This is an optimization exercise on Yosys and OpenROAD, whose aim is small area and a short achievable clock period, not a production implementation. In this exercise RTL edits were held to simulation tests only and were not proved equivalent to the original.

==> wip/amber <==
==> flow/design.v <==
module ALU_operands (
    input  [63:0] A,
    input  [63:0] B,
    input  [3:0]  OPERATION,
    output [63:0] X,
    output [63:0] Y,
    output        cin
);
    wire op_and  = (OPERATION == 4'b0000);
    wire op_or   = (OPERATION == 4'b0001);
    wire op_pass = (OPERATION == 4'b0111);
    wire op_nor  = (OPERATION == 4'b1100);
    wire op_sub  = (OPERATION == 4'b0110);
    wire op_neg  = (OPERATION == 4'b0101);
    wire op_add  = ~(op_and | op_or | op_pass | op_nor | op_sub | op_neg);
    assign cin = op_sub | op_neg;
    wire x00 = op_nor;
    wire x01 = op_or | op_pass | op_neg;
    wire x10 = op_add | op_sub | op_or | op_neg;
    wire x11 = op_add | op_sub | op_and | op_or | op_pass;
    wire [63:0] Xr = (A & B & {64{x11}}) | (A & ~B & {64{x10}})
                   | (~A & B & {64{x01}}) | (~A & ~B & {64{x00}});
    assign X = {Xr[63:1], Xr[0] ^ op_neg};
    wire [63:0] tn = {~(A[62:1] | B[62:1]), ~(A[0] & B[0]), 1'b0};
    assign Y = ({64{op_add}} & B) | ({64{op_sub}} & ~B) | ({64{op_neg}} & tn);
endmodule
module ALU_add (
    input  [63:0] X,
    input  [63:0] Y,
    input         cin,
    output [63:0] Out,
    output        Z
);
    wire [63:0] p = X ^ Y;
    wire [63:0] g0 = X & Y;
    wire [63:0] g = {g0[63:1], g0[0] | (p[0] & cin)};
    localparam LV = 6;
    wire [63:0] gg [0:LV];
    wire [63:0] pp [0:LV];
    assign gg[0] = g;
    assign pp[0] = p;
    genvar l, j;
    generate
        for (l = 0; l < LV; l = l + 1) begin : lvl
            for (j = 0; j < 64; j = j + 1) begin : node
                if ((j >> l) & 1) begin : comb
                    localparam integer SRC = ((j >> l) << l) - 1;
                    assign gg[l+1][j] = gg[l][j] | (pp[l][j] & gg[l][SRC]);
                    assign pp[l+1][j] = pp[l][j] & pp[l][SRC];
                end else begin : pass
                    assign gg[l+1][j] = gg[l][j];
                    assign pp[l+1][j] = pp[l][j];
                end
            end
        end
    endgenerate
    assign Out = p ^ {gg[LV][62:0], cin};
    wire [63:0] t = X | Y;
    assign Z = &(p ~^ {t[62:0], cin});
endmodule
module ALU_top(
    input             clk,
    input      [63:0] A,
    input      [63:0] B,
    input      [3:0]  OPERATION,
    output reg [63:0] Out,
    output reg        Z
);
    wire [63:0] x_d, y_d;
    wire        cin_d;
    reg  [63:0] x_q, y_q;
    reg         cin_q;
    wire [63:0] alu_out;
    wire        alu_z;
    ALU_operands ops(.A(A), .B(B), .OPERATION(OPERATION), .X(x_d), .Y(y_d), .cin(cin_d));
    ALU_add      add(.X(x_q), .Y(y_q), .cin(cin_q), .Out(alu_out), .Z(alu_z));
    always @(posedge clk) begin
        x_q   <= x_d;
        y_q   <= y_d;
        cin_q <= cin_d;
        Out   <= alu_out;
        Z     <= alu_z;
    end
endmodule
==> flow/flow/run.sh <==
#!/bin/bash
# The standard layout (standard.sh), with three changes to synthesis and
# placement. Registers and their names are the standard synthesis's.
#  - abc maps the logic with flow/abc.script, an area-first script; the
#    resizer then sizes the critical paths;
#  - full/half adder cells are not extracted (abc maps that logic too);
#  - the port buffers start as buf_1 cells (the resizer sizes them up where
#    timing needs it).
# Each tool's output goes to flow.log; ORFS keeps its own logs under orfs/.
set -euo pipefail
W=$PWD
export ADDER_MAP_FILE=
export BUFFER_PORTS_ARGS="-buffer_cell sky130_fd_sc_hd__buf_1"
{
  head -n 1 synth_recipe.tcl
  cat <<EOT
proc abc {args} {
  set i [lsearch -exact \$args -script]
  if {\$i >= 0} { lset args [expr {\$i + 1}] $W/flow/abc.script }
  yosys abc {*}\$args
}
EOT
  tail -n +2 synth_recipe.tcl
} > my_synth.tcl
sed "s#SYNTH_SCRIPT=[^ ]*#SYNTH_SCRIPT=$W/my_synth.tcl#" standard.sh > my_standard.sh
grep -q "SYNTH_SCRIPT=$W/my_synth.tcl" my_standard.sh
bash my_standard.sh > flow.log 2>&1
==> flow/flow/abc.script <==
strash
dch
map
topo
buffer
upsize
dnsize
==> flow/standard.sh <==
#!/bin/bash
# synth_recipe.tcl (not shown) runs the flow's synth.tcl, then flattens the netlist and writes it again
# the make line also repeats each setting of config.mk as NAME=value (left out here)
make -C /OpenROAD-flow-scripts/flow DESIGN_CONFIG=/design/flow/config.mk WORK_HOME=/design/flow/orfs CLKGATE_MAP_FILE= SYNTH_SCRIPT=/design/flow/synth_recipe.tcl "${@:-finish}"
==> flow/config.mk <==
export PLATFORM = sky130hd
export DESIGN_NAME = ALU_top
export DESIGN_NICKNAME = ALU_top
export VERILOG_FILES = /design/flow/design.v
export SDC_FILE = /design/flow/constraint.sdc
export NUM_CORES = 4
export LEC_CHECK = 0
export CAP_MARGIN = 20
export CORE_MARGIN = 2
export CORE_UTILIZATION = 40
export SETUP_SLACK_MARGIN = 3.6
export SLEW_MARGIN = 20
==> flow/constraint.sdc <==
create_clock -name core_clock -period 6.5 [get_ports {clk}]
set_input_delay 1.3000 -clock core_clock [delete_from_list [all_inputs] [get_ports {clk}]]
set_output_delay 1.3000 -clock core_clock [all_outputs]
set_load 0.01 [all_outputs]
==> wip/tundra: changes against wip/amber <==
==> flow/flow/abc.script (replaced) <==
strash
dc2
dch -f
map -a
topo
--- a/flow/config.mk
+++ b/flow/config.mk
@@ -8,5 +8,5 @@
 export CAP_MARGIN = 20
 export CORE_MARGIN = 2
 export CORE_UTILIZATION = 40
-export SETUP_SLACK_MARGIN = 3.6
+export SETUP_SLACK_MARGIN = 4.2
 export SLEW_MARGIN = 20
==> run summary <==
wip/amber finished clean. wip/tundra completed and failed the layout checks on negative setup slack. Global-route usage: wip/tundra is higher than wip/amber (5.7 points). The fmax of wip/amber is 3.1 times that of wip/tundra. In wip/tundra the worst hold slack is lower than in wip/amber, by 1.7 ps. In wip/tundra the final area is larger than in wip/amber, by about 18%. Of wip/tundra and wip/amber, wip/tundra has the higher clock skew (gap 2.8 ps). Of wip/amber and wip/tundra, wip/amber has the higher register-to-register slack (gap 6200 ps).

re-timing with driven ports:
No port has a modelled driver above. Below, the same layouts with a new extraction and two added sets of constraints.
Step 1, drivers: a clkbuf_16 drives clk and a buf_2 each remaining input, both assumed.
Step 2 also shifts input and output timing later by t, the mid clock arrival at the registers, as if the neighbouring blocks saw the same clock.
Slacks: no drivers / after step 1 / after step 2; pairs: no drivers / after step 1.
run	t, ns	setup slack, ns	worst setup path at the end
wip/amber	0.497	3.625 / 3.657 / 3.160	input to register
wip/tundra	0.493	-2.419 / -2.419 / -2.419	register to register
For wip/amber, which loses most, drivers alone change the setup slack by +0.032 ns; drivers and shift together by -0.465 ns.
